What follows belongs to an exercise in optimizing a design on an open flow for small area and a short achievable clock period; a production flow would make more cautious choices.
The RTL was checked by simulation tests, not by an equivalence proof against the original design.

`config.mk`:
```
export PLATFORM = sky130hd
export DESIGN_NAME = montgomery_top
export DESIGN_NICKNAME = montgomery_top
export VERILOG_FILES = /design/flow/design.v
export SDC_FILE = /design/flow/constraint.sdc
export NUM_CORES = 4
export LEC_CHECK = 0
export ABC_CLOCK_PERIOD_IN_PS = 3500
export CAP_MARGIN = 20
export CORE_MARGIN = 2
export CORE_UTILIZATION = 65
export CTS_BUF_LIST = sky130_fd_sc_hd__clkbuf_8
export CTS_CLUSTER_SIZE = 40
export SETUP_SLACK_MARGIN = 4.4
export SLEW_MARGIN = 20
export SYNTH_HIERARCHICAL = 1
```
`constraint.sdc`:
```
create_clock -name core_clock -period 8.0 [get_ports {clk}]
set_input_delay 1.6000 -clock core_clock [delete_from_list [all_inputs] [get_ports {clk}]]
set_output_delay 1.6000 -clock core_clock [all_outputs]
set_load 0.01 [all_outputs]
```
`design.v`:
```
module mm_fa (input a, input b, input c, output s, output co);
assign s  = a ^ b ^ c;
assign co = (a & b) | (c & (a ^ b));
endmodule
module mm_ha (input a, input b, output s, output co);
assign s  = a ^ b;
assign co = a & b;
endmodule
module montgomery_multiply (
    input           clk,
    input   [11:0]  a0,
    input   [11:0]  b0,
    output  [11:0]  r
);
reg [22:0] px1;
reg [21:0] py1;
reg [23:0] p2r;
reg [12:0] qhn3;
reg [12:0] pl3;
reg [12:0] r4;
wire w1;
wire w2;
wire w3;
wire w4;
wire w5;
wire w6;
wire w7;
wire w8;
wire w9;
wire w10;
wire w11;
wire w12;
wire w13;
wire w14;
wire w15;
wire w16;
wire w17;
wire w18;
wire w19;
wire w20;
wire w21;
wire w22;
wire w23;
wire w24;
wire w25;
wire w26;
wire w27;
wire w28;
wire w29;
wire w30;
wire w31;
wire w32;
wire w33;
wire w34;
wire w35;
wire w36;
wire w37;
wire w38;
wire w39;
wire w40;
wire w41;
wire w42;
wire w43;
wire w44;
wire w45;
wire w46;
wire w47;
wire w48;
wire w49;
wire w50;
wire w51;
wire w52;
wire w53;
wire w54;
wire w55;
wire w56;
wire w57;
wire w58;
wire w59;
wire w60;
wire w61;
wire w62;
wire w63;
wire w64;
wire w65;
wire w66;
wire w67;
wire w68;
wire w69;
wire w70;
wire w71;
wire w72;
wire w73;
wire w74;
wire w75;
wire w76;
wire w77;
wire w78;
wire w79;
wire w80;
wire w81;
wire w82;
wire w83;
wire w84;
wire w85;
wire w86;
wire w87;
wire w88;
wire w89;
wire w90;
wire w91;
wire w92;
wire w93;
wire w94;
wire w95;
wire w96;
wire w97;
wire w98;
wire w99;
wire w100;
wire w101;
wire w102;
wire w103;
wire w104;
wire w105;
wire w106;
wire w107;
wire w108;
wire w109;
wire w110;
wire w111;
wire w112;
wire w113;
wire w114;
wire w115;
wire w116;
wire w117;
wire w118;
wire w119;
wire w120;
wire w121;
wire w122;
wire w123;
wire w124;
wire w125;
wire w126;
wire w127;
wire w128;
wire w129;
wire w130;
wire w131;
wire w132;
wire w133;
wire w134;
wire w135;
wire w136;
wire w137;
wire w138;
wire w139;
wire w140;
wire w141;
wire w142;
wire w143;
wire w144;
wire w145;
wire w146;
wire w147;
wire w148;
wire w149;
wire w150;
wire w151;
wire w152;
wire w153;
wire w154;
wire w155;
wire w156;
wire w157;
wire w158;
wire w159;
wire w160;
wire w161;
wire w162;
wire w163;
wire w164;
wire w165;
wire w166;
wire w167;
wire w168;
wire w169;
wire w170;
wire w171;
wire w172;
wire w173;
wire w174;
wire w175;
wire w176;
wire w177;
wire w178;
wire w179;
wire w180;
wire w181;
wire w182;
wire w183;
wire w184;
wire w185;
wire w186;
wire w187;
wire w188;
wire w189;
wire w190;
wire w191;
wire w192;
wire w193;
wire w194;
wire w195;
wire w196;
wire w197;
wire w198;
wire w199;
wire w200;
wire w201;
wire w202;
wire w203;
wire w204;
wire w205;
wire w206;
wire w207;
wire w208;
wire w209;
wire w210;
wire w211;
wire w212;
wire w213;
wire w214;
wire w215;
wire w216;
wire w217;
wire w218;
wire w219;
wire w220;
wire w221;
wire w222;
wire w223;
wire w224;
wire w225;
wire w226;
wire w227;
wire w228;
wire w229;
wire w230;
wire w231;
wire w232;
wire w233;
wire w234;
wire w235;
wire w236;
wire w237;
wire w238;
wire w239;
wire w240;
wire w241;
wire w242;
wire w243;
wire w244;
wire w245;
wire w246;
wire w247;
wire w248;
wire w249;
wire w250;
wire w251;
wire w252;
wire w253;
wire w254;
wire w255;
wire w256;
wire w257;
wire w258;
wire w259;
wire w260;
wire w261;
wire w262;
wire w263;
wire w264;
wire w265;
wire w266;
wire w267;
wire w268;
wire w269;
wire w270;
wire w271;
wire w272;
wire w273;
wire w274;
wire w275;
wire w276;
wire w277;
wire w278;
wire w279;
wire w280;
wire w281;
wire w282;
wire w283;
wire w284;
wire w285;
wire w286;
wire w287;
wire w288;
wire w289;
wire w290;
wire w291;
wire w292;
wire w293;
wire w294;
wire w295;
wire w296;
wire w297;
wire w298;
wire w299;
wire w300;
wire w301;
wire w302;
wire w303;
wire w304;
wire w305;
wire w306;
wire w307;
wire w308;
wire w309;
wire w310;
wire w311;
wire w312;
wire w313;
wire w314;
wire w315;
wire w316;
wire w317;
wire w318;
wire w319;
wire w320;
wire w321;
wire w322;
wire w323;
wire w324;
wire w325;
wire w326;
wire w327;
wire w328;
wire w329;
wire w330;
wire w331;
wire w332;
wire w333;
wire w334;
wire w335;
wire w336;
wire w337;
wire w338;
wire w339;
wire w340;
wire w341;
wire w342;
wire w343;
wire w344;
wire w345;
wire w346;
wire w347;
wire w348;
wire w349;
wire w350;
wire w351;
wire w352;
wire w353;
wire w354;
wire w355;
wire w356;
wire w357;
wire w358;
wire w359;
wire w360;
wire w361;
wire w362;
wire w363;
wire w364;
wire w365;
wire w366;
wire w367;
wire w368;
wire w369;
wire w370;
wire w371;
wire w372;
wire w373;
wire w374;
wire w375;
wire w376;
wire w377;
wire w378;
wire w379;
wire w380;
wire w381;
wire w382;
wire w383;
wire w384;
wire w385;
wire w386;
wire w387;
wire w388;
wire w389;
wire w390;
wire w391;
wire w392;
wire w393;
wire w394;
wire w395;
wire w396;
wire w397;
wire w398;
wire w399;
wire w400;
wire w401;
wire w402;
wire w403;
wire w404;
wire w405;
wire w406;
wire w407;
wire w408;
wire w409;
wire w410;
wire w411;
wire w412;
wire w413;
wire w414;
wire w415;
wire w416;
wire w417;
wire w418;
wire w419;
wire w420;
wire w421;
wire w422;
wire w423;
wire w424;
wire w425;
wire w426;
wire w427;
wire w428;
wire w429;
wire w430;
wire w431;
wire w432;
wire w433;
wire w434;
wire w435;
wire w436;
wire w437;
wire w438;
wire w439;
wire w440;
wire w441;
wire w442;
wire w443;
wire w444;
wire w445;
wire w446;
wire w447;
wire w448;
wire w449;
wire w450;
wire w451;
wire w452;
wire w453;
wire w454;
wire w455;
wire w456;
wire w457;
wire w458;
wire w459;
wire w460;
wire w461;
wire w462;
wire w463;
wire w464;
wire w465;
wire w466;
wire w467;
wire w468;
wire w469;
wire w470;
wire w471;
wire w472;
wire w473;
wire w474;
wire w475;
wire w476;
wire w477;
wire w478;
wire w479;
wire w480;
wire w481;
wire w482;
wire w483;
wire w484;
wire w485;
wire w486;
wire w487;
wire w488;
wire w489;
wire w490;
wire w491;
wire w492;
wire w493;
wire w494;
wire w495;
wire w496;
wire w497;
wire w498;
wire w499;
wire w500;
wire w501;
wire w502;
wire w503;
wire w504;
wire w505;
wire w506;
wire w507;
wire w508;
wire w509;
wire w510;
wire w511;
wire w512;
wire w513;
wire w514;
wire w515;
wire w516;
wire w517;
wire w518;
wire w519;
wire w520;
wire w521;
wire w522;
wire w523;
wire w524;
wire w525;
wire w526;
wire w527;
wire w528;
wire w529;
wire w530;
wire w531;
wire w532;
wire w533;
wire w534;
wire w535;
wire w536;
wire w537;
wire w538;
wire w539;
wire w540;
wire w541;
wire w542;
wire w543;
wire w544;
wire w545;
wire w546;
wire w547;
wire w548;
wire w549;
wire w550;
wire w551;
wire w552;
wire w553;
wire w554;
wire w555;
wire w556;
wire w557;
wire w558;
wire w559;
wire w560;
wire w561;
wire w562;
wire w563;
wire w564;
wire w565;
wire w566;
wire w567;
wire w568;
wire w569;
wire w570;
wire w571;
wire w572;
wire w573;
wire w574;
wire w575;
wire w576;
wire w577;
wire w578;
wire w579;
wire w580;
wire w581;
wire w582;
wire w583;
wire w584;
wire w585;
wire w586;
wire w587;
wire w588;
wire w589;
wire w590;
wire w591;
wire w592;
wire w593;
wire w594;
wire w595;
wire w596;
wire w597;
wire w598;
wire w599;
wire w600;
wire w601;
wire w602;
wire w603;
wire w604;
wire w605;
wire w606;
wire w607;
wire w608;
wire w609;
wire w610;
wire w611;
wire w612;
wire w613;
wire w614;
wire w615;
wire w616;
wire w617;
wire w618;
wire w619;
wire w620;
wire w621;
wire w622;
wire w623;
wire w624;
wire w625;
wire w626;
wire w627;
wire w628;
wire w629;
wire w630;
wire w631;
wire w632;
wire w633;
wire w634;
wire w635;
wire w636;
wire w637;
wire w638;
wire w639;
wire w640;
wire w641;
wire w642;
wire w643;
wire w644;
wire w645;
wire w646;
wire w647;
wire w648;
wire w649;
wire w650;
wire w651;
wire w652;
wire w653;
wire w654;
wire w655;
wire w656;
wire w657;
wire w658;
wire w659;
wire w660;
wire w661;
wire w662;
wire w663;
wire w664;
wire w665;
wire w666;
wire w667;
wire w668;
wire w669;
wire w670;
wire w671;
wire w672;
wire w673;
wire w674;
wire w675;
wire w676;
wire w677;
wire w678;
wire w679;
wire w680;
wire w681;
wire w682;
wire w683;
wire w684;
wire w685;
wire w686;
wire w687;
wire w688;
wire w689;
wire w690;
wire w691;
wire w692;
wire w693;
wire w694;
wire w695;
wire w696;
wire w697;
wire w698;
wire w699;
wire w700;
wire w701;
wire w702;
wire w703;
wire w704;
wire w705;
wire w706;
wire w707;
wire w708;
wire w709;
wire w710;
wire w711;
wire w712;
wire w713;
wire w714;
wire w715;
wire w716;
wire w717;
wire w718;
wire w719;
wire w720;
wire w721;
wire w722;
wire w723;
wire w724;
wire w725;
wire w726;
wire w727;
wire w728;
wire w729;
wire w730;
wire w731;
wire w732;
wire w733;
wire w734;
wire w735;
wire w736;
wire w737;
wire w738;
wire w739;
wire w740;
wire w741;
wire w742;
wire w743;
wire w744;
wire w745;
wire w746;
wire w747;
wire w748;
wire w749;
wire w750;
wire w751;
wire w752;
wire w753;
wire w754;
wire w755;
wire w756;
wire w757;
wire w758;
wire w759;
wire w760;
wire w761;
wire w762;
wire w763;
wire w764;
wire w765;
wire w766;
wire w767;
wire w768;
wire w769;
wire w770;
wire w771;
wire w772;
wire w773;
wire w774;
wire w775;
wire w776;
wire w777;
wire w778;
wire w779;
wire w780;
wire w781;
wire w782;
wire w783;
wire w784;
wire w785;
wire w786;
wire w787;
wire w788;
wire w789;
wire w790;
wire w791;
wire w792;
wire w793;
wire w794;
wire w795;
wire w796;
wire w797;
wire w798;
wire w799;
wire w800;
wire w801;
wire w802;
wire w803;
wire w804;
wire w805;
wire w806;
wire w807;
wire w808;
wire w809;
wire w810;
wire w811;
wire w812;
wire w813;
wire w814;
wire w815;
wire w816;
wire w817;
wire w818;
wire w819;
assign w1 = a0[0] & b0[0];
assign w2 = a0[0] & b0[1];
assign w3 = a0[0] & b0[2];
assign w4 = a0[0] & b0[3];
assign w5 = a0[0] & b0[4];
assign w6 = a0[0] & b0[5];
assign w7 = a0[0] & b0[6];
assign w8 = a0[0] & b0[7];
assign w9 = a0[0] & b0[8];
assign w10 = a0[0] & b0[9];
assign w11 = a0[0] & b0[10];
assign w12 = a0[0] & b0[11];
assign w13 = a0[1] & b0[0];
assign w14 = a0[1] & b0[1];
assign w15 = a0[1] & b0[2];
assign w16 = a0[1] & b0[3];
assign w17 = a0[1] & b0[4];
assign w18 = a0[1] & b0[5];
assign w19 = a0[1] & b0[6];
assign w20 = a0[1] & b0[7];
assign w21 = a0[1] & b0[8];
assign w22 = a0[1] & b0[9];
assign w23 = a0[1] & b0[10];
assign w24 = a0[1] & b0[11];
assign w25 = a0[2] & b0[0];
assign w26 = a0[2] & b0[1];
assign w27 = a0[2] & b0[2];
assign w28 = a0[2] & b0[3];
assign w29 = a0[2] & b0[4];
assign w30 = a0[2] & b0[5];
assign w31 = a0[2] & b0[6];
assign w32 = a0[2] & b0[7];
assign w33 = a0[2] & b0[8];
assign w34 = a0[2] & b0[9];
assign w35 = a0[2] & b0[10];
assign w36 = a0[2] & b0[11];
assign w37 = a0[3] & b0[0];
assign w38 = a0[3] & b0[1];
assign w39 = a0[3] & b0[2];
assign w40 = a0[3] & b0[3];
assign w41 = a0[3] & b0[4];
assign w42 = a0[3] & b0[5];
assign w43 = a0[3] & b0[6];
assign w44 = a0[3] & b0[7];
assign w45 = a0[3] & b0[8];
assign w46 = a0[3] & b0[9];
assign w47 = a0[3] & b0[10];
assign w48 = a0[3] & b0[11];
assign w49 = a0[4] & b0[0];
assign w50 = a0[4] & b0[1];
assign w51 = a0[4] & b0[2];
assign w52 = a0[4] & b0[3];
assign w53 = a0[4] & b0[4];
assign w54 = a0[4] & b0[5];
assign w55 = a0[4] & b0[6];
assign w56 = a0[4] & b0[7];
assign w57 = a0[4] & b0[8];
assign w58 = a0[4] & b0[9];
assign w59 = a0[4] & b0[10];
assign w60 = a0[4] & b0[11];
assign w61 = a0[5] & b0[0];
assign w62 = a0[5] & b0[1];
assign w63 = a0[5] & b0[2];
assign w64 = a0[5] & b0[3];
assign w65 = a0[5] & b0[4];
assign w66 = a0[5] & b0[5];
assign w67 = a0[5] & b0[6];
assign w68 = a0[5] & b0[7];
assign w69 = a0[5] & b0[8];
assign w70 = a0[5] & b0[9];
assign w71 = a0[5] & b0[10];
assign w72 = a0[5] & b0[11];
assign w73 = a0[6] & b0[0];
assign w74 = a0[6] & b0[1];
assign w75 = a0[6] & b0[2];
assign w76 = a0[6] & b0[3];
assign w77 = a0[6] & b0[4];
assign w78 = a0[6] & b0[5];
assign w79 = a0[6] & b0[6];
assign w80 = a0[6] & b0[7];
assign w81 = a0[6] & b0[8];
assign w82 = a0[6] & b0[9];
assign w83 = a0[6] & b0[10];
assign w84 = a0[6] & b0[11];
assign w85 = a0[7] & b0[0];
assign w86 = a0[7] & b0[1];
assign w87 = a0[7] & b0[2];
assign w88 = a0[7] & b0[3];
assign w89 = a0[7] & b0[4];
assign w90 = a0[7] & b0[5];
assign w91 = a0[7] & b0[6];
assign w92 = a0[7] & b0[7];
assign w93 = a0[7] & b0[8];
assign w94 = a0[7] & b0[9];
assign w95 = a0[7] & b0[10];
assign w96 = a0[7] & b0[11];
assign w97 = a0[8] & b0[0];
assign w98 = a0[8] & b0[1];
assign w99 = a0[8] & b0[2];
assign w100 = a0[8] & b0[3];
assign w101 = a0[8] & b0[4];
assign w102 = a0[8] & b0[5];
assign w103 = a0[8] & b0[6];
assign w104 = a0[8] & b0[7];
assign w105 = a0[8] & b0[8];
assign w106 = a0[8] & b0[9];
assign w107 = a0[8] & b0[10];
assign w108 = a0[8] & b0[11];
assign w109 = a0[9] & b0[0];
assign w110 = a0[9] & b0[1];
assign w111 = a0[9] & b0[2];
assign w112 = a0[9] & b0[3];
assign w113 = a0[9] & b0[4];
assign w114 = a0[9] & b0[5];
assign w115 = a0[9] & b0[6];
assign w116 = a0[9] & b0[7];
assign w117 = a0[9] & b0[8];
assign w118 = a0[9] & b0[9];
assign w119 = a0[9] & b0[10];
assign w120 = a0[9] & b0[11];
assign w121 = a0[10] & b0[0];
assign w122 = a0[10] & b0[1];
assign w123 = a0[10] & b0[2];
assign w124 = a0[10] & b0[3];
assign w125 = a0[10] & b0[4];
assign w126 = a0[10] & b0[5];
assign w127 = a0[10] & b0[6];
assign w128 = a0[10] & b0[7];
assign w129 = a0[10] & b0[8];
assign w130 = a0[10] & b0[9];
assign w131 = a0[10] & b0[10];
assign w132 = a0[10] & b0[11];
assign w133 = a0[11] & b0[0];
assign w134 = a0[11] & b0[1];
assign w135 = a0[11] & b0[2];
assign w136 = a0[11] & b0[3];
assign w137 = a0[11] & b0[4];
assign w138 = a0[11] & b0[5];
assign w139 = a0[11] & b0[6];
assign w140 = a0[11] & b0[7];
assign w141 = a0[11] & b0[8];
assign w142 = a0[11] & b0[9];
assign w143 = a0[11] & b0[10];
assign w144 = a0[11] & b0[11];
mm_ha u_w145 (.a(w10), .b(w21), .s(w145), .co(w146));
mm_fa u_w147 (.a(w11), .b(w22), .c(w33), .s(w147), .co(w148));
mm_ha u_w149 (.a(w44), .b(w55), .s(w149), .co(w150));
mm_fa u_w151 (.a(w12), .b(w23), .c(w34), .s(w151), .co(w152));
mm_fa u_w153 (.a(w45), .b(w56), .c(w67), .s(w153), .co(w154));
mm_ha u_w155 (.a(w78), .b(w89), .s(w155), .co(w156));
mm_fa u_w157 (.a(w24), .b(w35), .c(w46), .s(w157), .co(w158));
mm_fa u_w159 (.a(w57), .b(w68), .c(w79), .s(w159), .co(w160));
mm_ha u_w161 (.a(w90), .b(w101), .s(w161), .co(w162));
mm_fa u_w163 (.a(w36), .b(w47), .c(w58), .s(w163), .co(w164));
mm_fa u_w165 (.a(w69), .b(w80), .c(w91), .s(w165), .co(w166));
mm_fa u_w167 (.a(w48), .b(w59), .c(w70), .s(w167), .co(w168));
mm_ha u_w169 (.a(w7), .b(w18), .s(w169), .co(w170));
mm_fa u_w171 (.a(w8), .b(w19), .c(w30), .s(w171), .co(w172));
mm_ha u_w173 (.a(w41), .b(w52), .s(w173), .co(w174));
mm_fa u_w175 (.a(w9), .b(w20), .c(w31), .s(w175), .co(w176));
mm_fa u_w177 (.a(w42), .b(w53), .c(w64), .s(w177), .co(w178));
mm_ha u_w179 (.a(w75), .b(w86), .s(w179), .co(w180));
mm_fa u_w181 (.a(w32), .b(w43), .c(w54), .s(w181), .co(w182));
mm_fa u_w183 (.a(w65), .b(w76), .c(w87), .s(w183), .co(w184));
mm_fa u_w185 (.a(w98), .b(w109), .c(w145), .s(w185), .co(w186));
mm_fa u_w187 (.a(w66), .b(w77), .c(w88), .s(w187), .co(w188));
mm_fa u_w189 (.a(w99), .b(w110), .c(w121), .s(w189), .co(w190));
mm_fa u_w191 (.a(w146), .b(w147), .c(w149), .s(w191), .co(w192));
mm_fa u_w193 (.a(w100), .b(w111), .c(w122), .s(w193), .co(w194));
mm_fa u_w195 (.a(w133), .b(w148), .c(w150), .s(w195), .co(w196));
mm_fa u_w197 (.a(w151), .b(w153), .c(w155), .s(w197), .co(w198));
mm_fa u_w199 (.a(w112), .b(w123), .c(w134), .s(w199), .co(w200));
mm_fa u_w201 (.a(w152), .b(w154), .c(w156), .s(w201), .co(w202));
mm_fa u_w203 (.a(w157), .b(w159), .c(w161), .s(w203), .co(w204));
mm_fa u_w205 (.a(w102), .b(w113), .c(w124), .s(w205), .co(w206));
mm_fa u_w207 (.a(w135), .b(w158), .c(w160), .s(w207), .co(w208));
mm_fa u_w209 (.a(w162), .b(w163), .c(w165), .s(w209), .co(w210));
mm_fa u_w211 (.a(w81), .b(w92), .c(w103), .s(w211), .co(w212));
mm_fa u_w213 (.a(w114), .b(w125), .c(w136), .s(w213), .co(w214));
mm_fa u_w215 (.a(w164), .b(w166), .c(w167), .s(w215), .co(w216));
mm_fa u_w217 (.a(w60), .b(w71), .c(w82), .s(w217), .co(w218));
mm_fa u_w219 (.a(w93), .b(w104), .c(w115), .s(w219), .co(w220));
mm_fa u_w221 (.a(w126), .b(w137), .c(w168), .s(w221), .co(w222));
mm_fa u_w223 (.a(w72), .b(w83), .c(w94), .s(w223), .co(w224));
mm_fa u_w225 (.a(w105), .b(w116), .c(w127), .s(w225), .co(w226));
mm_fa u_w227 (.a(w84), .b(w95), .c(w106), .s(w227), .co(w228));
mm_ha u_w229 (.a(w5), .b(w16), .s(w229), .co(w230));
mm_fa u_w231 (.a(w6), .b(w17), .c(w28), .s(w231), .co(w232));
mm_ha u_w233 (.a(w39), .b(w50), .s(w233), .co(w234));
mm_fa u_w235 (.a(w29), .b(w40), .c(w51), .s(w235), .co(w236));
mm_fa u_w237 (.a(w62), .b(w73), .c(w169), .s(w237), .co(w238));
mm_fa u_w239 (.a(w63), .b(w74), .c(w85), .s(w239), .co(w240));
mm_fa u_w241 (.a(w170), .b(w171), .c(w173), .s(w241), .co(w242));
mm_fa u_w243 (.a(w97), .b(w172), .c(w174), .s(w243), .co(w244));
mm_fa u_w245 (.a(w175), .b(w177), .c(w179), .s(w245), .co(w246));
mm_fa u_w247 (.a(w176), .b(w178), .c(w180), .s(w247), .co(w248));
mm_fa u_w249 (.a(w181), .b(w183), .c(w185), .s(w249), .co(w250));
mm_fa u_w251 (.a(w182), .b(w184), .c(w186), .s(w251), .co(w252));
mm_fa u_w253 (.a(w187), .b(w189), .c(w191), .s(w253), .co(w254));
mm_fa u_w255 (.a(w188), .b(w190), .c(w192), .s(w255), .co(w256));
mm_fa u_w257 (.a(w193), .b(w195), .c(w197), .s(w257), .co(w258));
mm_fa u_w259 (.a(w194), .b(w196), .c(w198), .s(w259), .co(w260));
mm_fa u_w261 (.a(w199), .b(w201), .c(w203), .s(w261), .co(w262));
mm_fa u_w263 (.a(w200), .b(w202), .c(w204), .s(w263), .co(w264));
mm_fa u_w265 (.a(w205), .b(w207), .c(w209), .s(w265), .co(w266));
mm_fa u_w267 (.a(w206), .b(w208), .c(w210), .s(w267), .co(w268));
mm_fa u_w269 (.a(w211), .b(w213), .c(w215), .s(w269), .co(w270));
mm_fa u_w271 (.a(w212), .b(w214), .c(w216), .s(w271), .co(w272));
mm_fa u_w273 (.a(w217), .b(w219), .c(w221), .s(w273), .co(w274));
mm_fa u_w275 (.a(w138), .b(w218), .c(w220), .s(w275), .co(w276));
mm_fa u_w277 (.a(w222), .b(w223), .c(w225), .s(w277), .co(w278));
mm_fa u_w279 (.a(w117), .b(w128), .c(w139), .s(w279), .co(w280));
mm_fa u_w281 (.a(w224), .b(w226), .c(w227), .s(w281), .co(w282));
mm_fa u_w283 (.a(w96), .b(w107), .c(w118), .s(w283), .co(w284));
mm_fa u_w285 (.a(w129), .b(w140), .c(w228), .s(w285), .co(w286));
mm_fa u_w287 (.a(w108), .b(w119), .c(w130), .s(w287), .co(w288));
mm_ha u_w289 (.a(w4), .b(w15), .s(w289), .co(w290));
mm_fa u_w291 (.a(w27), .b(w38), .c(w49), .s(w291), .co(w292));
mm_fa u_w293 (.a(w61), .b(w230), .c(w231), .s(w293), .co(w294));
mm_fa u_w295 (.a(w232), .b(w234), .c(w235), .s(w295), .co(w296));
mm_fa u_w297 (.a(w236), .b(w238), .c(w239), .s(w297), .co(w298));
mm_fa u_w299 (.a(w240), .b(w242), .c(w243), .s(w299), .co(w300));
mm_fa u_w301 (.a(w244), .b(w246), .c(w247), .s(w301), .co(w302));
mm_fa u_w303 (.a(w248), .b(w250), .c(w251), .s(w303), .co(w304));
mm_fa u_w305 (.a(w252), .b(w254), .c(w255), .s(w305), .co(w306));
mm_fa u_w307 (.a(w256), .b(w258), .c(w259), .s(w307), .co(w308));
mm_fa u_w309 (.a(w260), .b(w262), .c(w263), .s(w309), .co(w310));
mm_fa u_w311 (.a(w264), .b(w266), .c(w267), .s(w311), .co(w312));
mm_fa u_w313 (.a(w268), .b(w270), .c(w271), .s(w313), .co(w314));
mm_fa u_w315 (.a(w272), .b(w274), .c(w275), .s(w315), .co(w316));
mm_fa u_w317 (.a(w276), .b(w278), .c(w279), .s(w317), .co(w318));
mm_fa u_w319 (.a(w280), .b(w282), .c(w283), .s(w319), .co(w320));
mm_fa u_w321 (.a(w141), .b(w284), .c(w286), .s(w321), .co(w322));
mm_fa u_w323 (.a(w120), .b(w131), .c(w142), .s(w323), .co(w324));
mm_ha u_w325 (.a(w3), .b(w14), .s(w325), .co(w326));
mm_fa u_w327 (.a(w26), .b(w37), .c(w289), .s(w327), .co(w328));
mm_fa u_w329 (.a(w229), .b(w290), .c(w291), .s(w329), .co(w330));
mm_fa u_w331 (.a(w233), .b(w292), .c(w293), .s(w331), .co(w332));
mm_fa u_w333 (.a(w237), .b(w294), .c(w295), .s(w333), .co(w334));
mm_fa u_w335 (.a(w241), .b(w296), .c(w297), .s(w335), .co(w336));
mm_fa u_w337 (.a(w245), .b(w298), .c(w299), .s(w337), .co(w338));
mm_fa u_w339 (.a(w249), .b(w300), .c(w301), .s(w339), .co(w340));
mm_fa u_w341 (.a(w253), .b(w302), .c(w303), .s(w341), .co(w342));
mm_fa u_w343 (.a(w257), .b(w304), .c(w305), .s(w343), .co(w344));
mm_fa u_w345 (.a(w261), .b(w306), .c(w307), .s(w345), .co(w346));
mm_fa u_w347 (.a(w265), .b(w308), .c(w309), .s(w347), .co(w348));
mm_fa u_w349 (.a(w269), .b(w310), .c(w311), .s(w349), .co(w350));
mm_fa u_w351 (.a(w273), .b(w312), .c(w313), .s(w351), .co(w352));
mm_fa u_w353 (.a(w277), .b(w314), .c(w315), .s(w353), .co(w354));
mm_fa u_w355 (.a(w281), .b(w316), .c(w317), .s(w355), .co(w356));
mm_fa u_w357 (.a(w285), .b(w318), .c(w319), .s(w357), .co(w358));
mm_fa u_w359 (.a(w287), .b(w320), .c(w321), .s(w359), .co(w360));
mm_fa u_w361 (.a(w288), .b(w322), .c(w323), .s(w361), .co(w362));
mm_fa u_w363 (.a(w132), .b(w143), .c(w324), .s(w363), .co(w364));
assign w365 = px1[1] & py1[0];
assign w366 = px1[1] ^ py1[0];
assign w367 = px1[2] & py1[1];
assign w368 = px1[2] ^ py1[1];
assign w369 = px1[3] & py1[2];
assign w370 = px1[3] ^ py1[2];
assign w371 = px1[4] & py1[3];
assign w372 = px1[4] ^ py1[3];
assign w373 = px1[5] & py1[4];
assign w374 = px1[5] ^ py1[4];
assign w375 = px1[6] & py1[5];
assign w376 = px1[6] ^ py1[5];
assign w377 = px1[7] & py1[6];
assign w378 = px1[7] ^ py1[6];
assign w379 = px1[8] & py1[7];
assign w380 = px1[8] ^ py1[7];
assign w381 = px1[9] & py1[8];
assign w382 = px1[9] ^ py1[8];
assign w383 = px1[10] & py1[9];
assign w384 = px1[10] ^ py1[9];
assign w385 = px1[11] & py1[10];
assign w386 = px1[11] ^ py1[10];
assign w387 = px1[12] & py1[11];
assign w388 = px1[12] ^ py1[11];
assign w389 = px1[13] & py1[12];
assign w390 = px1[13] ^ py1[12];
assign w391 = px1[14] & py1[13];
assign w392 = px1[14] ^ py1[13];
assign w393 = px1[15] & py1[14];
assign w394 = px1[15] ^ py1[14];
assign w395 = px1[16] & py1[15];
assign w396 = px1[16] ^ py1[15];
assign w397 = px1[17] & py1[16];
assign w398 = px1[17] ^ py1[16];
assign w399 = px1[18] & py1[17];
assign w400 = px1[18] ^ py1[17];
assign w401 = px1[19] & py1[18];
assign w402 = px1[19] ^ py1[18];
assign w403 = px1[20] & py1[19];
assign w404 = px1[20] ^ py1[19];
assign w405 = px1[21] & py1[20];
assign w406 = px1[21] ^ py1[20];
assign w407 = px1[22] & py1[21];
assign w408 = px1[22] ^ py1[21];
assign w409 = w366 & px1[0];
assign w410 = w369 | (w370 & w367);
assign w411 = w370 & w368;
assign w412 = w373 | (w374 & w371);
assign w413 = w374 & w372;
assign w414 = w377 | (w378 & w375);
assign w415 = w378 & w376;
assign w416 = w381 | (w382 & w379);
assign w417 = w382 & w380;
assign w418 = w385 | (w386 & w383);
assign w419 = w386 & w384;
assign w420 = w389 | (w390 & w387);
assign w421 = w390 & w388;
assign w422 = w393 | (w394 & w391);
assign w423 = w394 & w392;
assign w424 = w397 | (w398 & w395);
assign w425 = w398 & w396;
assign w426 = w401 | (w402 & w399);
assign w427 = w402 & w400;
assign w428 = w405 | (w406 & w403);
assign w429 = w406 & w404;
assign w430 = 1'b0 & w408;
assign w431 = w367 | (w368 & w365);
assign w432 = w368 & w409;
assign w433 = w410 | (w411 & w365);
assign w434 = w411 & w409;
assign w435 = w375 | (w376 & w412);
assign w436 = w376 & w413;
assign w437 = w414 | (w415 & w412);
assign w438 = w415 & w413;
assign w439 = w383 | (w384 & w416);
assign w440 = w384 & w417;
assign w441 = w418 | (w419 & w416);
assign w442 = w419 & w417;
assign w443 = w391 | (w392 & w420);
assign w444 = w392 & w421;
assign w445 = w422 | (w423 & w420);
assign w446 = w423 & w421;
assign w447 = w399 | (w400 & w424);
assign w448 = w400 & w425;
assign w449 = w426 | (w427 & w424);
assign w450 = w427 & w425;
assign w451 = w407 | (w408 & w428);
assign w452 = w408 & w429;
assign w453 = w430 & w428;
assign w454 = w430 & w429;
assign w455 = w371 | (w372 & w433);
assign w456 = w372 & w434;
assign w457 = w412 | (w413 & w433);
assign w458 = w413 & w434;
assign w459 = w435 | (w436 & w433);
assign w460 = w436 & w434;
assign w461 = w437 | (w438 & w433);
assign w462 = w438 & w434;
assign w463 = w387 | (w388 & w441);
assign w464 = w388 & w442;
assign w465 = w420 | (w421 & w441);
assign w466 = w421 & w442;
assign w467 = w443 | (w444 & w441);
assign w468 = w444 & w442;
assign w469 = w445 | (w446 & w441);
assign w470 = w446 & w442;
assign w471 = w403 | (w404 & w449);
assign w472 = w404 & w450;
assign w473 = w428 | (w429 & w449);
assign w474 = w429 & w450;
assign w475 = w451 | (w452 & w449);
assign w476 = w452 & w450;
assign w477 = w453 | (w454 & w449);
assign w478 = w454 & w450;
assign w479 = w379 | (w380 & w461);
assign w480 = w380 & w462;
assign w481 = w416 | (w417 & w461);
assign w482 = w417 & w462;
assign w483 = w439 | (w440 & w461);
assign w484 = w440 & w462;
assign w485 = w441 | (w442 & w461);
assign w486 = w442 & w462;
assign w487 = w463 | (w464 & w461);
assign w488 = w464 & w462;
assign w489 = w465 | (w466 & w461);
assign w490 = w466 & w462;
assign w491 = w467 | (w468 & w461);
assign w492 = w468 & w462;
assign w493 = w469 | (w470 & w461);
assign w494 = w470 & w462;
assign w495 = w395 | (w396 & w493);
assign w496 = w396 & w494;
assign w497 = w424 | (w425 & w493);
assign w498 = w425 & w494;
assign w499 = w447 | (w448 & w493);
assign w500 = w448 & w494;
assign w501 = w449 | (w450 & w493);
assign w502 = w450 & w494;
assign w503 = w471 | (w472 & w493);
assign w504 = w472 & w494;
assign w505 = w473 | (w474 & w493);
assign w506 = w474 & w494;
assign w507 = w475 | (w476 & w493);
assign w508 = w476 & w494;
assign w509 = w477 | (w478 & w493);
assign w510 = w478 & w494;
assign w511 = w368 ^ w365;
assign w512 = w370 ^ w431;
assign w513 = w372 ^ w433;
assign w514 = w374 ^ w455;
assign w515 = w376 ^ w457;
assign w516 = w378 ^ w459;
assign w517 = w380 ^ w461;
assign w518 = w382 ^ w479;
assign w519 = w384 ^ w481;
assign w520 = w386 ^ w483;
assign w521 = w388 ^ w485;
assign w522 = w390 ^ w487;
assign w523 = w392 ^ w489;
assign w524 = w394 ^ w491;
assign w525 = w396 ^ w493;
assign w526 = w398 ^ w495;
assign w527 = w400 ^ w497;
assign w528 = w402 ^ w499;
assign w529 = w404 ^ w501;
assign w530 = w406 ^ w503;
assign w531 = w408 ^ w505;
assign w532 = 1'b0 ^ w507;
mm_ha u_w533 (.a(p2r[12]), .b(p2r[14]), .s(w533), .co(w534));
mm_ha u_w535 (.a(p2r[13]), .b(p2r[15]), .s(w535), .co(w536));
mm_ha u_w537 (.a(p2r[14]), .b(p2r[16]), .s(w537), .co(w538));
mm_ha u_w539 (.a(p2r[15]), .b(p2r[17]), .s(w539), .co(w540));
mm_ha u_w541 (.a(p2r[10]), .b(p2r[12]), .s(w541), .co(w542));
mm_fa u_w543 (.a(p2r[13]), .b(~p2r[17]), .c(~p2r[19]), .s(w543), .co(w544));
mm_fa u_w545 (.a(~p2r[18]), .b(~p2r[20]), .c(p2r[11]), .s(w545), .co(w546));
mm_fa u_w547 (.a(~p2r[19]), .b(~p2r[21]), .c(w534), .s(w547), .co(w548));
mm_fa u_w549 (.a(~p2r[20]), .b(~p2r[22]), .c(w536), .s(w549), .co(w550));
mm_fa u_w551 (.a(~p2r[21]), .b(~p2r[23]), .c(w538), .s(w551), .co(w552));
mm_fa u_w553 (.a(p2r[18]), .b(~p2r[22]), .c(~p2r[16]), .s(w553), .co(w554));
mm_fa u_w555 (.a(p2r[19]), .b(~p2r[23]), .c(p2r[16]), .s(w555), .co(w556));
mm_ha u_w557 (.a(p2r[18]), .b(p2r[20]), .s(w557), .co(w558));
mm_ha u_w559 (.a(p2r[11]), .b(~p2r[15]), .s(w559), .co(w560));
mm_fa u_w561 (.a(~p2r[16]), .b(~p2r[18]), .c(w541), .s(w561), .co(w562));
mm_fa u_w563 (.a(~p2r[11]), .b(w542), .c(w543), .s(w563), .co(w564));
mm_fa u_w565 (.a(w533), .b(w544), .c(w545), .s(w565), .co(w566));
mm_fa u_w567 (.a(w535), .b(w546), .c(w547), .s(w567), .co(w568));
mm_fa u_w569 (.a(w537), .b(w548), .c(w549), .s(w569), .co(w570));
mm_fa u_w571 (.a(w539), .b(w550), .c(w551), .s(w571), .co(w572));
mm_fa u_w573 (.a(w540), .b(w552), .c(w553), .s(w573), .co(w574));
mm_fa u_w575 (.a(~p2r[17]), .b(w554), .c(w555), .s(w575), .co(w576));
mm_fa u_w577 (.a(p2r[17]), .b(w556), .c(w557), .s(w577), .co(w578));
mm_fa u_w579 (.a(p2r[21]), .b(~p2r[19]), .c(w558), .s(w579), .co(w580));
mm_fa u_w581 (.a(p2r[22]), .b(p2r[19]), .c(~p2r[20]), .s(w581), .co(w582));
mm_fa u_w583 (.a(p2r[23]), .b(p2r[20]), .c(~p2r[21]), .s(w583), .co(w584));
mm_ha u_w585 (.a(p2r[21]), .b(~p2r[22]), .s(w585), .co(w586));
mm_ha u_w587 (.a(p2r[22]), .b(~p2r[23]), .s(w587), .co(w588));
assign w589 = ~p2r[17] & w559;
assign w590 = ~p2r[17] ^ w559;
assign w591 = w560 & w561;
assign w592 = w560 ^ w561;
assign w593 = w562 & w563;
assign w594 = w562 ^ w563;
assign w595 = w564 & w565;
assign w596 = w564 ^ w565;
assign w597 = w566 & w567;
assign w598 = w566 ^ w567;
assign w599 = w568 & w569;
assign w600 = w568 ^ w569;
assign w601 = w570 & w571;
assign w602 = w570 ^ w571;
assign w603 = w572 & w573;
assign w604 = w572 ^ w573;
assign w605 = w574 & w575;
assign w606 = w574 ^ w575;
assign w607 = w576 & w577;
assign w608 = w576 ^ w577;
assign w609 = w578 & w579;
assign w610 = w578 ^ w579;
assign w611 = w580 & w581;
assign w612 = w580 ^ w581;
assign w613 = w582 & w583;
assign w614 = w582 ^ w583;
assign w615 = w584 & w585;
assign w616 = w584 ^ w585;
assign w617 = w586 & w587;
assign w618 = w586 ^ w587;
assign w619 = ~p2r[23] & w588;
assign w620 = ~p2r[23] ^ w588;
assign w621 = w591 | (w592 & w589);
assign w622 = w592 & w590;
assign w623 = w595 | (w596 & w593);
assign w624 = w596 & w594;
assign w625 = w599 | (w600 & w597);
assign w626 = w600 & w598;
assign w627 = w603 | (w604 & w601);
assign w628 = w604 & w602;
assign w629 = w607 | (w608 & w605);
assign w630 = w608 & w606;
assign w631 = w611 | (w612 & w609);
assign w632 = w612 & w610;
assign w633 = w615 | (w616 & w613);
assign w634 = w616 & w614;
assign w635 = w619 | (w620 & w617);
assign w636 = w620 & w618;
assign w637 = w593 | (w594 & w621);
assign w638 = w594 & w622;
assign w639 = w623 | (w624 & w621);
assign w640 = w624 & w622;
assign w641 = w601 | (w602 & w625);
assign w642 = w602 & w626;
assign w643 = w627 | (w628 & w625);
assign w644 = w628 & w626;
assign w645 = w609 | (w610 & w629);
assign w646 = w610 & w630;
assign w647 = w631 | (w632 & w629);
assign w648 = w632 & w630;
assign w649 = w617 | (w618 & w633);
assign w650 = w618 & w634;
assign w651 = w635 | (w636 & w633);
assign w652 = w636 & w634;
assign w653 = w597 | (w598 & w639);
assign w654 = w598 & w640;
assign w655 = w625 | (w626 & w639);
assign w656 = w626 & w640;
assign w657 = w641 | (w642 & w639);
assign w658 = w642 & w640;
assign w659 = w643 | (w644 & w639);
assign w660 = w644 & w640;
assign w661 = w613 | (w614 & w647);
assign w662 = w614 & w648;
assign w663 = w633 | (w634 & w647);
assign w664 = w634 & w648;
assign w665 = w649 | (w650 & w647);
assign w666 = w650 & w648;
assign w667 = w651 | (w652 & w647);
assign w668 = w652 & w648;
assign w669 = w605 | (w606 & w659);
assign w670 = w606 & w660;
assign w671 = w629 | (w630 & w659);
assign w672 = w630 & w660;
assign w673 = w645 | (w646 & w659);
assign w674 = w646 & w660;
assign w675 = w647 | (w648 & w659);
assign w676 = w648 & w660;
assign w677 = w661 | (w662 & w659);
assign w678 = w662 & w660;
assign w679 = w663 | (w664 & w659);
assign w680 = w664 & w660;
assign w681 = w665 | (w666 & w659);
assign w682 = w666 & w660;
assign w683 = w667 | (w668 & w659);
assign w684 = w668 & w660;
assign w685 = w592 ^ w589;
assign w686 = w594 ^ w621;
assign w687 = w596 ^ w637;
assign w688 = w598 ^ w639;
assign w689 = w600 ^ w653;
assign w690 = w602 ^ w655;
assign w691 = w604 ^ w657;
assign w692 = w606 ^ w659;
assign w693 = w608 ^ w669;
assign w694 = w610 ^ w671;
assign w695 = w612 ^ w673;
assign w696 = w614 ^ w675;
assign w697 = w616 ^ w677;
assign w698 = w618 ^ w679;
assign w699 = w620 ^ w681;
mm_fa u_w700 (.a(qhn3[11]), .b(qhn3[3]), .c(qhn3[1]), .s(w700), .co(w701));
mm_fa u_w702 (.a(pl3[12]), .b(qhn3[12]), .c(qhn3[4]), .s(w702), .co(w703));
mm_ha u_w704 (.a(qhn3[2]), .b(qhn3[1]), .s(w704), .co(w705));
mm_ha u_w706 (.a(pl3[9]), .b(qhn3[9]), .s(w706), .co(w707));
mm_fa u_w708 (.a(qhn3[10]), .b(qhn3[2]), .c(qhn3[0]), .s(w708), .co(w709));
mm_fa u_w710 (.a(qhn3[0]), .b(pl3[10]), .c(~pl3[11]), .s(w710), .co(w711));
mm_fa u_w712 (.a(pl3[11]), .b(w701), .c(w702), .s(w712), .co(w713));
mm_ha u_w714 (.a(pl3[1]), .b(qhn3[1]), .s(w714), .co(w715));
mm_ha u_w716 (.a(pl3[2]), .b(qhn3[2]), .s(w716), .co(w717));
mm_ha u_w718 (.a(pl3[3]), .b(qhn3[3]), .s(w718), .co(w719));
mm_ha u_w720 (.a(pl3[4]), .b(qhn3[4]), .s(w720), .co(w721));
mm_ha u_w722 (.a(pl3[5]), .b(qhn3[5]), .s(w722), .co(w723));
mm_ha u_w724 (.a(pl3[6]), .b(qhn3[6]), .s(w724), .co(w725));
mm_ha u_w726 (.a(pl3[7]), .b(qhn3[7]), .s(w726), .co(w727));
mm_fa u_w728 (.a(qhn3[8]), .b(qhn3[0]), .c(~pl3[8]), .s(w728), .co(w729));
mm_fa u_w730 (.a(qhn3[1]), .b(pl3[8]), .c(w706), .s(w730), .co(w731));
mm_fa u_w732 (.a(~pl3[10]), .b(w707), .c(w708), .s(w732), .co(w733));
mm_fa u_w734 (.a(w700), .b(w709), .c(w710), .s(w734), .co(w735));
mm_fa u_w736 (.a(w704), .b(w711), .c(w712), .s(w736), .co(w737));
assign w738 = qhn3[0] & ~pl3[0];
assign w739 = qhn3[0] ^ ~pl3[0];
assign w740 = pl3[0] & w714;
assign w741 = pl3[0] ^ w714;
assign w742 = w715 & w716;
assign w743 = w715 ^ w716;
assign w744 = w717 & w718;
assign w745 = w717 ^ w718;
assign w746 = w719 & w720;
assign w747 = w719 ^ w720;
assign w748 = w721 & w722;
assign w749 = w721 ^ w722;
assign w750 = w723 & w724;
assign w751 = w723 ^ w724;
assign w752 = w725 & w726;
assign w753 = w725 ^ w726;
assign w754 = w727 & w728;
assign w755 = w727 ^ w728;
assign w756 = w729 & w730;
assign w757 = w729 ^ w730;
assign w758 = w731 & w732;
assign w759 = w731 ^ w732;
assign w760 = w733 & w734;
assign w761 = w733 ^ w734;
assign w762 = w735 & w736;
assign w763 = w735 ^ w736;
assign w764 = w740 | (w741 & w738);
assign w765 = w741 & w739;
assign w766 = w744 | (w745 & w742);
assign w767 = w745 & w743;
assign w768 = w748 | (w749 & w746);
assign w769 = w749 & w747;
assign w770 = w752 | (w753 & w750);
assign w771 = w753 & w751;
assign w772 = w756 | (w757 & w754);
assign w773 = w757 & w755;
assign w774 = w760 | (w761 & w758);
assign w775 = w761 & w759;
assign w776 = w742 | (w743 & w764);
assign w777 = w743 & w765;
assign w778 = w766 | (w767 & w764);
assign w779 = w767 & w765;
assign w780 = w750 | (w751 & w768);
assign w781 = w751 & w769;
assign w782 = w770 | (w771 & w768);
assign w783 = w771 & w769;
assign w784 = w758 | (w759 & w772);
assign w785 = w759 & w773;
assign w786 = w774 | (w775 & w772);
assign w787 = w775 & w773;
assign w788 = w746 | (w747 & w778);
assign w789 = w747 & w779;
assign w790 = w768 | (w769 & w778);
assign w791 = w769 & w779;
assign w792 = w780 | (w781 & w778);
assign w793 = w781 & w779;
assign w794 = w782 | (w783 & w778);
assign w795 = w783 & w779;
assign w796 = w762 | (w763 & w786);
assign w797 = w763 & w787;
assign w798 = w754 | (w755 & w794);
assign w799 = w755 & w795;
assign w800 = w772 | (w773 & w794);
assign w801 = w773 & w795;
assign w802 = w784 | (w785 & w794);
assign w803 = w785 & w795;
assign w804 = w786 | (w787 & w794);
assign w805 = w787 & w795;
assign w806 = w796 | (w797 & w794);
assign w807 = w797 & w795;
assign w808 = w741 ^ w738;
assign w809 = w743 ^ w764;
assign w810 = w745 ^ w776;
assign w811 = w747 ^ w778;
assign w812 = w749 ^ w788;
assign w813 = w751 ^ w790;
assign w814 = w753 ^ w792;
assign w815 = w755 ^ w794;
assign w816 = w757 ^ w798;
assign w817 = w759 ^ w800;
assign w818 = w761 ^ w802;
assign w819 = w763 ^ w804;
always @(posedge clk) begin
    px1[0] <= w1;
    px1[1] <= w2;
    px1[2] <= w25;
    px1[3] <= w326;
    px1[4] <= w328;
    px1[5] <= w330;
    px1[6] <= w332;
    px1[7] <= w334;
    px1[8] <= w336;
    px1[9] <= w338;
    px1[10] <= w340;
    px1[11] <= w342;
    px1[12] <= w344;
    px1[13] <= w346;
    px1[14] <= w348;
    px1[15] <= w350;
    px1[16] <= w352;
    px1[17] <= w354;
    px1[18] <= w356;
    px1[19] <= w358;
    px1[20] <= w360;
    px1[21] <= w362;
    px1[22] <= w144;
    py1[0] <= w13;
    py1[1] <= w325;
    py1[2] <= w327;
    py1[3] <= w329;
    py1[4] <= w331;
    py1[5] <= w333;
    py1[6] <= w335;
    py1[7] <= w337;
    py1[8] <= w339;
    py1[9] <= w341;
    py1[10] <= w343;
    py1[11] <= w345;
    py1[12] <= w347;
    py1[13] <= w349;
    py1[14] <= w351;
    py1[15] <= w353;
    py1[16] <= w355;
    py1[17] <= w357;
    py1[18] <= w359;
    py1[19] <= w361;
    py1[20] <= w363;
    py1[21] <= w364;
    p2r[0] <= px1[0];
    p2r[1] <= w366;
    p2r[2] <= w511;
    p2r[3] <= w512;
    p2r[4] <= w513;
    p2r[5] <= w514;
    p2r[6] <= w515;
    p2r[7] <= w516;
    p2r[8] <= w517;
    p2r[9] <= w518;
    p2r[10] <= w519;
    p2r[11] <= w520;
    p2r[12] <= w521;
    p2r[13] <= w522;
    p2r[14] <= w523;
    p2r[15] <= w524;
    p2r[16] <= w525;
    p2r[17] <= w526;
    p2r[18] <= w527;
    p2r[19] <= w528;
    p2r[20] <= w529;
    p2r[21] <= w530;
    p2r[22] <= w531;
    p2r[23] <= w532;
    qhn3[0] <= ~w687;
    qhn3[1] <= ~w688;
    qhn3[2] <= ~w689;
    qhn3[3] <= ~w690;
    qhn3[4] <= ~w691;
    qhn3[5] <= ~w692;
    qhn3[6] <= ~w693;
    qhn3[7] <= ~w694;
    qhn3[8] <= ~w695;
    qhn3[9] <= ~w696;
    qhn3[10] <= ~w697;
    qhn3[11] <= ~w698;
    qhn3[12] <= ~w699;
    pl3[0] <= p2r[0];
    pl3[1] <= p2r[1];
    pl3[2] <= p2r[2];
    pl3[3] <= p2r[3];
    pl3[4] <= p2r[4];
    pl3[5] <= p2r[5];
    pl3[6] <= p2r[6];
    pl3[7] <= p2r[7];
    pl3[8] <= p2r[8];
    pl3[9] <= p2r[9];
    pl3[10] <= p2r[10];
    pl3[11] <= p2r[11];
    pl3[12] <= p2r[12];
    r4[0] <= w739;
    r4[1] <= w808;
    r4[2] <= w809;
    r4[3] <= w810;
    r4[4] <= w811;
    r4[5] <= w812;
    r4[6] <= w813;
    r4[7] <= w814;
    r4[8] <= w815;
    r4[9] <= w816;
    r4[10] <= w817;
    r4[11] <= w818;
    r4[12] <= w819;
end
assign r = r4[12] ? r4[11:0] + 12'd3329 : r4[11:0];
endmodule
module montgomery_top (
    input           clk     ,
    input           rst_n   ,
    input           en      ,
    input   [11:0]  a       ,
    input   [11:0]  b       ,
    output          busy    ,
    output          done    ,
    output  [11:0]  r
);
reg [4:0] vld;
always @(posedge clk) begin
    if (!rst_n) vld <= 5'd0;
    else        vld <= {vld[3:0], en};
end
assign done = vld[4];
assign busy = en | done;
reg [11:0] a0, b0;
always @(posedge clk) begin
    a0 <= a;
    b0 <= b;
end
montgomery_multiply u_mm (.clk(clk), .a0(a0), .b0(b0), .r(r));
endmodule
```
`run.sh`:
```
#!/bin/bash
# synth_recipe.tcl (not shown) runs the flow's synth.tcl, then flattens the netlist and writes it again
# the make line also repeats each setting of config.mk as NAME=value (left out here)
make -C /OpenROAD-flow-scripts/flow DESIGN_CONFIG=/design/flow/config.mk WORK_HOME=/design/flow/orfs CLKGATE_MAP_FILE= SYNTH_SCRIPT=/design/flow/synth_recipe.tcl finish
```
==> results.txt <==
==> modules after synthesis (local to each module, per instance) <==
module,times used,cell area (µm²),flip-flops and latches,cells
mm_fa,128,20.0,0,1
mm_ha,29,12.5,0,1
montgomery_multiply,1,5250,108,542
montgomery_top,1,618,29,35
==> cells in the final DEF, fill, tap and decap left out, types with 2 or more instances in the layout <==
cell and n:
nand3_1 6, dfxtp_1 132, clkinv_4 3, clkbuf_8 20, nor3_1 4, o21ai_1 3, nor2b_1 2, a21oi_1 19
clkdlybuf4s50_1 32, fa_1 138, a21boi_0 2, xnor2_1 31, a31o_2 2, bufinv_16 2, inv_1 38, xor2_1 15
nand2_1 16, a21o_1 5, a21o_2 2, dlymetal6s2s_1 2, o211ai_1 2, dfxtp_2 4, nand4_1 6, clkbuf_2 3
and3_1 4, o21a_1 4, and2_1 150, a211oi_1 2, nor2_1 16, ha_1 76, o21ai_0 5, clkinv_2 3
o31ai_1 3, o21bai_1 2, nand2b_1 2
==> layout make-up <==
type	count	area [µm²]
multi-input cells	536	5830
fillers	958	3520
flip-flops and latches	137	2750
repair buffers	41	393
clock buffers	20	275
well taps	176	220
inverters	36	135
clock inverters	12	125
==> cells by family after synthesis <==
family	count (synthesis)	synth area share (%)
fa+ha+maj	215	42.4
simple gates	214	14.2
flops	137	31.2
buf+inv	61	2.61
compound gates	60	4.84
xor+xnor	46	4.58
mux	1	0.128
==> state kept, by name (all words and copies together) (netlist names) <==
name / flops
u_mm.p2r: 24
u_mm.px1: 23
u_mm.py1: 22
u_mm.pl3: 13
u_mm.qhn3: 13
u_mm.r4: 13
a0: 12
b0: 12
vld: 5
==> critical path, cell delays in order <==
cell,delay [ps]
buf_6,90
or2_1,210
buf_2,140
==> layer usage <==
metal / up-vias / global-route usage, % / routed length, µm
met5: - / 0 / 0
met1: 2624 / 30.5 / 6910
met2: 166 / 45.9 / 8580
met4: 0 / 9.96 / 436
li1: 2423 / - / -
met3: 43 / 5.38 / 734
==> repair_timing <==
| item | CTS | global route |
|---|---|---|
| hold buffers | 0 | 0 |
| endpoints found under the setup margin | 8 | 11 |
| resized for setup | 15 | 17 |
| buffers inserted | 0 | 1 |
| pin swaps | 0 | 4 |
==> how the worst min path moves through the flow <==
stage / cells past startpoint / end / slack, ps
after floorplan: 0 / u_mm.p2r[0] / 310
after global placement: 0 / u_mm.pl3[2] / 310
after detailed placement: 0 / u_mm.p2r[0] / 310
after CTS: 0 / u_mm.pl3[4] / 330
after global routing: 0 / u_mm.pl3[9] / 340
final: 0 / u_mm.pl3[9] / 330
==> stage by stage <==
step                      cell area (µm²)  worst slack, ps  hold WS, ps
after global routing                 9730             4340          337
after floorplan                      8790             4570          310
after global placement               9320             3720          310
final                                9730             4360          329
after detailed placement             9320             3690          312
after CTS                            9710             4220          331
==> impl_metrics.yaml <==
placed_design:
  port_buffers: 40
  dpl.cell_count: 925
  gp_congestion: 0.850
  dp_hpwl_um: 12600
clock_network:
  root_buffer: "clkbuf_8"
  cts_tree: "yes"
  clockBufferDepth: 2
  cts_buffers: 17
  cts_htree_levels: 4
  clk_pin_slew_worst_paths_ps: 70
  clk_latency_ps: 440
  cts_sinks: 137
floorplan:
  die_y_um: 120
  coreArea_um2: 13200
  start_util_pct: 66.4
  fp.dieW_um: 120
  row_count: 42
  io-pin-count: 41
  dieArea_um2: 14500
detailed_routing:
  detail_route.wl_per_cell_um: 17.4
  dr.pass1.iters: 4
  drc: 0
  vias: 5256
  ant_nets: 0
  drt_wl_total_um: 16700
  drt-initial-drc-count: 228
  via_per_inst: 5.49
synth:
  ys_types: 43
  netlist_area_um2: 8790
  yosys.area.top_type: "fa_1"
  synth_commonest_cells: "and2_1, fa_1, dfxtp_1, ha_1, inv_1"
  yosysSeqAreaShare_pct: 31.2
  synth_top_area_share_pct: 31.4
  synthArstFlopShare_pct: 0
  synthTopCellsByArea: "fa_1, dfxtp_1, ha_1, and2_1, xnor2_1"
  synth_flop_cell: "dfxtp_1"
  syn_area_per_cell_um2: 12.0
  synthCells: 734
  yosysWarnings: 8
  ys_ff_latch: 137
  synth_fp_nets: 976
  synth_edf_count: 0
  synth.most_common_cell: "and2_1"
sta:
  setup_viol: 0
  max_slew_margin_pct: 65.5
  fin_skew_ps: 14.4
  period_share_pct: 45.5
  fin_setup_tns_ps: 0
  hold_viol: 0
  slew_viol_final: 0
  maxClockFrequency_ghz: 0.275
  rsz0062_at_grt: "true"
  tightestPinTransition_ps: 517
  layout_min_cycle_time_ps: 3640
final_layout:
  final_cells: 958
  syn2layout_area_growth_pct: 10.7
  final_core_util_pct: 73.4
  diodes: 0
  drive_gt1_share_pct: 7.29
  num-nets-final: 1011
worst_setup_path:
  required_ps: 6400
  reg2reg_from: "a0[0]"
  worstPathArrival_ps: 2040
  reg2reg_depth: 6
  crit_fanout: 2
  crit_start: "en"
  end_kind: "output port"
  crit_type: "input pin to output port"
  reg2reg_slack_ps: 4670
  reg2reg_to: "u_mm.py1[11]"
  endpoint: "busy"
  start_kind: "input pin"
hold_path:
  hold_start: "u_mm.p2r[9]"
  hold_path_class: "flop to flop"
grt:
  antenna_found_initial: 0
  grt_pass1_vias: 5861
  grt_max_degree: 17
  overflow: 0
  grt_usage_pct: 25.7
  grt_first_pass_wirelength_um: 28300
flow_run:
  drv_cap: 0
status:
  status: "timing/DRC/antenna clean"

## what the ideal ports hide
How much do the figures lean on ideal ports? The routed layout below was timed once more, with nothing changed but the port constraints.
Step 1, drivers: a clkbuf_16 drives clk and a buf_2 each remaining input, both assumed.
Step 2 moves the port delays by t, midway between the first and last clock arrival at a register: inputs arrive t later, outputs are due t later. That takes back most of the time a late clock gives input paths.
Three values: no drivers, after step 1, after step 2; two values: the first two.
t, ns: 0.470
setup WS [ns]: 4.361 / 4.324 / 4.324
pins driven straight from the clock port: 1
After both steps this run still meets setup and hold. For this run, drivers alone change the setup slack by -0.037 ns; drivers and shift together by -0.037 ns.
